This is an optimization exercise on Yosys and OpenROAD, whose aim is small area, not a production implementation. Function was checked by simulation only, so behaviour that the tests miss may differ from the original. Power and IR drop assume default switching activity.

==> run a <==
## video_core
module video_core(
	input         clk,
	input         rst_n,
	input  [7:0]  vpo,
	input         config_done,
	input         enhance_enable,
	input         video_zoom,
	input         cross_output,
	output [9:0]  lut_addr,
	input  [7:0]  lut_data,
	output [19:0] sram_a_addr,
	output        sram_a_ce_n,
	output        sram_a_we_n,
	output        sram_a_oe_n,
	output [15:0] sram_a_dout,
	output        sram_a_doe,
	input  [15:0] sram_a_din,
	output [19:0] sram_b_addr,
	output        sram_b_ce_n,
	output        sram_b_we_n,
	output        sram_b_oe_n,
	output [15:0] sram_b_dout,
	output        sram_b_doe,
	input  [15:0] sram_b_din,
	output [7:0]  enc_data,
	output        frame_flag,
	output        decode_error,
	output [7:0]  img_mean,
	output        iris_int,
	output [7:0]  max_gray
);
function [19:0] radd;
	input [19:0] a;
	input [19:0] b;
	input        ci;
	integer i;
	reg c;
	begin
		c = ci;
		for (i = 0; i < 20; i = i + 1) begin
			radd[i] = a[i] ^ b[i] ^ c;
			c = (a[i] & b[i]) | (a[i] & c) | (b[i] & c);
  ...
Settings: LEC_CHECK=0, CAP_MARGIN=20, CORE_MARGIN=2, CORE_UTILIZATION=40, PLACE_DENSITY=0.6, SLEW_MARGIN=20; clock period 10.0 ns.
standard.sh (not shown) runs the stock make flow with config.mk's settings and CLKGATE_MAP_FILE= SYNTH_SCRIPT=/design/flow/synth_recipe.tcl, a recipe that flattens the netlist after the stock synthesis.
==> flow/flow/run.sh <==
#!/bin/bash
# Standard layout, with the port buffers made from the smallest buffer cell
# and a clock tree of mid-size buffers without dummy loads.
set -euo pipefail
export BUFFER_PORTS_ARGS="-buffer_cell sky130_fd_sc_hd__buf_1"
export CTS_ARGS="-sink_clustering_enable -repair_clock_nets -dont_use_dummy_load -buf_list sky130_fd_sc_hd__clkbuf_8 -sink_clustering_size 15 -sink_clustering_max_diameter 60 -sink_buffer_max_cap_derate 1.0"
bash standard.sh > standard_flow.log 2>&1
==> run b (differences from run a) <==
--- a/flow/design.v
+++ b/flow/design.v
@@ -56,17 +56,17 @@
 localparam DI  = 4'b0000, DW  = 4'b0001, DE1 = 4'b0010, DE2 = 4'b0011,
            DCB = 4'b0100, DLB = 4'b0101, DCR = 4'b0110, DLR = 4'b0111,
            DNP = 4'b1000, DFL = 4'b1001, DEL = 4'b1010, DNL = 4'b1011,
            DER = 4'b1100;
 localparam RNP = 2'b00, RFL = 2'b01, REL = 2'b10, RNL = 2'b11;
 reg [3:0]  ds;
 reg [1:0]  dr;
 reg [9:0]  hp;           
-reg [15:0] pv;           
+reg [9:0]  vc;           
 reg        fld;
 reg        flag;
 reg        iris;
 reg        err;
 reg        we_w;
 reg        ce_w;
 reg [7:0]  mgb;          
 reg [7:0]  mg;
@@ -80,19 +80,17 @@
 wire in_line   = (ds[3:2] == 2'b01);
 wire is_chroma = in_line && !ds[0];
 wire is_luma   = in_line && ds[0];
 wire st_di  = (ds == DI);
 wire st_del = (ds == DEL);
 wire cap_go = st_di && config_done;
 wire [7:0] lut_lo = (enhance_enable && is_chroma) ? d1 : lutr;
 assign lut_addr = {!flag, 1'b0, lut_lo};
-wire pv_last = (pv == (fld ? 16'd58995 : 16'd46035));
-wire pv_inc  = st_del && d2[5:4] == 2'b01;
-wire win = !fld && (hp >= 10'd103) && (hp < 10'd615) && (pv >= 16'd1350) && (pv < 16'd12870);
+wire win = !fld && (hp >= 10'd103) && (hp < 10'd615) && (vc >= 10'd30) && (vc < 10'd286);
 wire acc = is_luma && d_ok && win;
 wire [19:0] img_lo_sum = radd({3'd0, img_lo}, {12'd0, acc ? d2 : 8'd0}, 1'b0);
 always @(posedge clk or negedge rst_n)
 	if (!rst_n) begin
 		ds <= DI;
 		flag <= 1'b0;
 		iris <= 1'b0;
 		err <= 1'b0;
@@ -149,17 +147,17 @@
 			we_w <= 1'b1;
 			ce_w <= 1'b1;
 			if (d2[6:4] == 3'b111)
 				ds <= DI;
 			else if (d2[6:4] == 3'b011) begin
 				ds <= DW;
 				iris <= 1'b0;
 			end else if (d2[5:4] == 2'b01) begin
-				if (!fld && pv == 16'd12870) iris <= 1'b1;
+				if (!fld && vc == 10'd286) iris <= 1'b1;
 				ds <= DW;
 			end else
 				ds <= DER;
 		end
 		DNL:
 			if (d2[5:4] == 2'b00) begin
 				ds <= DCB;
 				ce_w <= 1'b0;
@@ -180,31 +178,28 @@
 		img_hi <= cap_go ? 8'h00 : radd({12'd0, img_hi}, 20'd0, img_lo_sum[17]);
 	end
 always @(posedge clk) begin
 	if (st_di) dr <= RNP;
 	else if (ds == DNP && d2[6:5] == 2'b01) dr <= RFL;
 	else if (in_line) dr <= REL;
 	else if (st_del) dr <= RNL;
 	hp <= in_line ? radd({10'd0, hp}, 20'd0, is_chroma && d_ok) : 10'h3FF;
-	if (st_di)
-		pv <= 16'd0;
-	else if ((st_del && d2[6:4] == 3'b011) || (pv_inc && pv_last && fld))
-		pv <= 16'd12960;
-	else if (pv_inc && pv_last)
-		pv <= 16'd0;
-	else
-		pv <= radd({4'd0, pv}, {14'd0, pv_inc, 1'b0, pv_inc, pv_inc, 1'b0, pv_inc}, 1'b0);
+	vc <= (st_di || (st_del && d2[6:4] == 3'b011)) ? 10'd0 :
+	      radd({10'd0, vc}, 20'd0, st_del && d2[5:4] == 2'b01);
 	if (st_di) fld <= 1'b0;
 	else if (st_del && d2[6:4] == 3'b011) fld <= 1'b1;
 	img_lo <= st_di ? 17'd0 : img_lo_sum[16:0];
 	if (!is_luma) dlo <= d2;
 	dhi <= enhance_enable ? lut_data : d2;
 end
-wire [19:0] wr_hi = radd({4'd0, pv}, {14'd0, hp[9:4]}, 1'b0);
+wire [19:0] vf   = radd({10'd0, vc}, {11'd0, fld, 2'd0, fld, 5'd0}, 1'b0);
+wire [19:0] vf5  = radd(vf, {vf[17:0], 2'd0}, 1'b0);
+wire [19:0] vf45 = radd(vf5, {vf5[16:0], 3'd0}, 1'b0);
+wire [19:0] wr_hi = radd(vf45, {14'd0, hp[9:4]}, 1'b0);
 wire [19:0] wr_addr = {wr_hi[15:0], hp[3:0]};
 wire [15:0] wr_data = {dhi, dlo};
 assign img_mean = img_hi;
 assign max_gray = mg;
 assign iris_int = iris;
 assign decode_error = err;
 assign frame_flag = flag;
 localparam EI  = 4'b0000, EW  = 4'b0001, EE1 = 4'b0010, EE2 = 4'b0011,
==> flow/run.sh (new file) <==
#!/bin/bash
# synth_recipe.tcl (not shown) runs the flow's synth.tcl, then flattens the netlist and writes it again
# the make line also repeats each setting of config.mk as NAME=value (left out here)
make -C /OpenROAD-flow-scripts/flow DESIGN_CONFIG=/design/flow/config.mk WORK_HOME=/design/flow/orfs CLKGATE_MAP_FILE= SYNTH_SCRIPT=/design/flow/synth_recipe.tcl finish
removed: flow/flow/run.sh
removed: flow/standard.sh
==> run c (differences from run a) <==
==> flow/flow/run.sh (replaced) <==
#!/bin/bash
# Standard layout, with the port buffers made from the smallest buffer cell
# and a clock tree of mid-size buffers without dummy loads.
set -euo pipefail
export BUFFER_PORTS_ARGS="-buffer_cell sky130_fd_sc_hd__buf_1"
export CTS_ARGS="-sink_clustering_enable -repair_clock_nets -dont_use_dummy_load -buf_list sky130_fd_sc_hd__clkbuf_8 -sink_clustering_size 30"
bash standard.sh > standard_flow.log 2>&1
==> insert_results.sql <==
INSERT INTO impl_metrics (metric_group, metric, value, unit) VALUES
('route', 'post_drt_wl_per_cell', '16.2', 'um'),
('placement', 'place_hpwl', '19900', 'um'),
('outcome', 'run_status', 'no timing/DRC/antenna violations', ''),
('layout', 'bufAreaShareNonClock', '5.92', '%'),
('layout', 'regArea', '4520', 'um^2'),
('power', 'clock_group', '475', 'uW');
# the run above: run a

==> insert_results.sql <==
INSERT INTO impl_metrics (metric_group, metric, value, unit) VALUES
('setup_path', 'timing.critical_path.mode_cell', 'sky130_fd_sc_hd__fa_1', ''),
('outcome', 'run_status', 'no timing/DRC/antenna violations', ''),
('power', 'clkPwrFrac', '20.5', '%'),
('layout', 'regArea', '4400', 'um^2'),
('placement', 'post-place-cells', '1646', ''),
('power', 'clock_group', '702', 'uW'),
('placement', 'place_hpwl', '21100', 'um'),
('power', 'seqPwrFrac', '34.3', '%'),
('layout', 'bufAreaShareNonClock', '12.6', '%'),
('synthesis', 'combinational_family_with_the_most_area_after_synthesis', 'adder cells', ''),
('route', 'post_drt_wl_per_cell', '16.8', 'um');
# the run above: run b

==> insert_results.sql <==
INSERT INTO impl_metrics (metric_group, metric, value, unit) VALUES
('outcome', 'run_status', 'no timing/DRC/antenna violations', ''),
('layout', 'regArea', '4520', 'um^2'),
('placement', 'place_hpwl', '19900', 'um'),
('layout', 'bufAreaShareNonClock', '5.83', '%'),
('sta', 'setup_tns', '0', 'ps'),
('route', 'post_drt_wl_per_cell', '16.2', 'um'),
('setup_path', 'r2r_slack', '1710', 'ps'),
('clock_tree', 'hold_buffer_count_at_cts', '0', ''),
('power', 'clock_group', '639', 'uW'),
('power', 'switching_power', '1.16', 'mW');
# the run above: run c

## static timing again, ports no longer ideal
The flow's constraints put no driver on any port. The routed layouts listed below were extracted and timed again, unchanged, in two steps.
Step 1 assumes that a clkbuf_16 drives the clock port and a buf_2 every other input.
Step 2, shift: input delay + t, output delay - t, t = (earliest + latest rising clock arrival at the registers) / 2. This alone moves slack from input paths to output paths.
Three values: ideal, step 1, step 2; two values: the first two.
run | shift t [ns] | slack for setup (ns) | slew at the worst register clock pin (ns)
run a | 0.566 | 0.431 / 0.383 / 0.949 | 0.10 / 0.10
run b | 0.488 | 0.469 / 0.421 / 0.909 | 0.09 / 0.09
run c | 0.552 | 0.489 / 0.442 / 0.994 | 0.06 / 0.06
After both steps setup and hold are still met in every run listed.
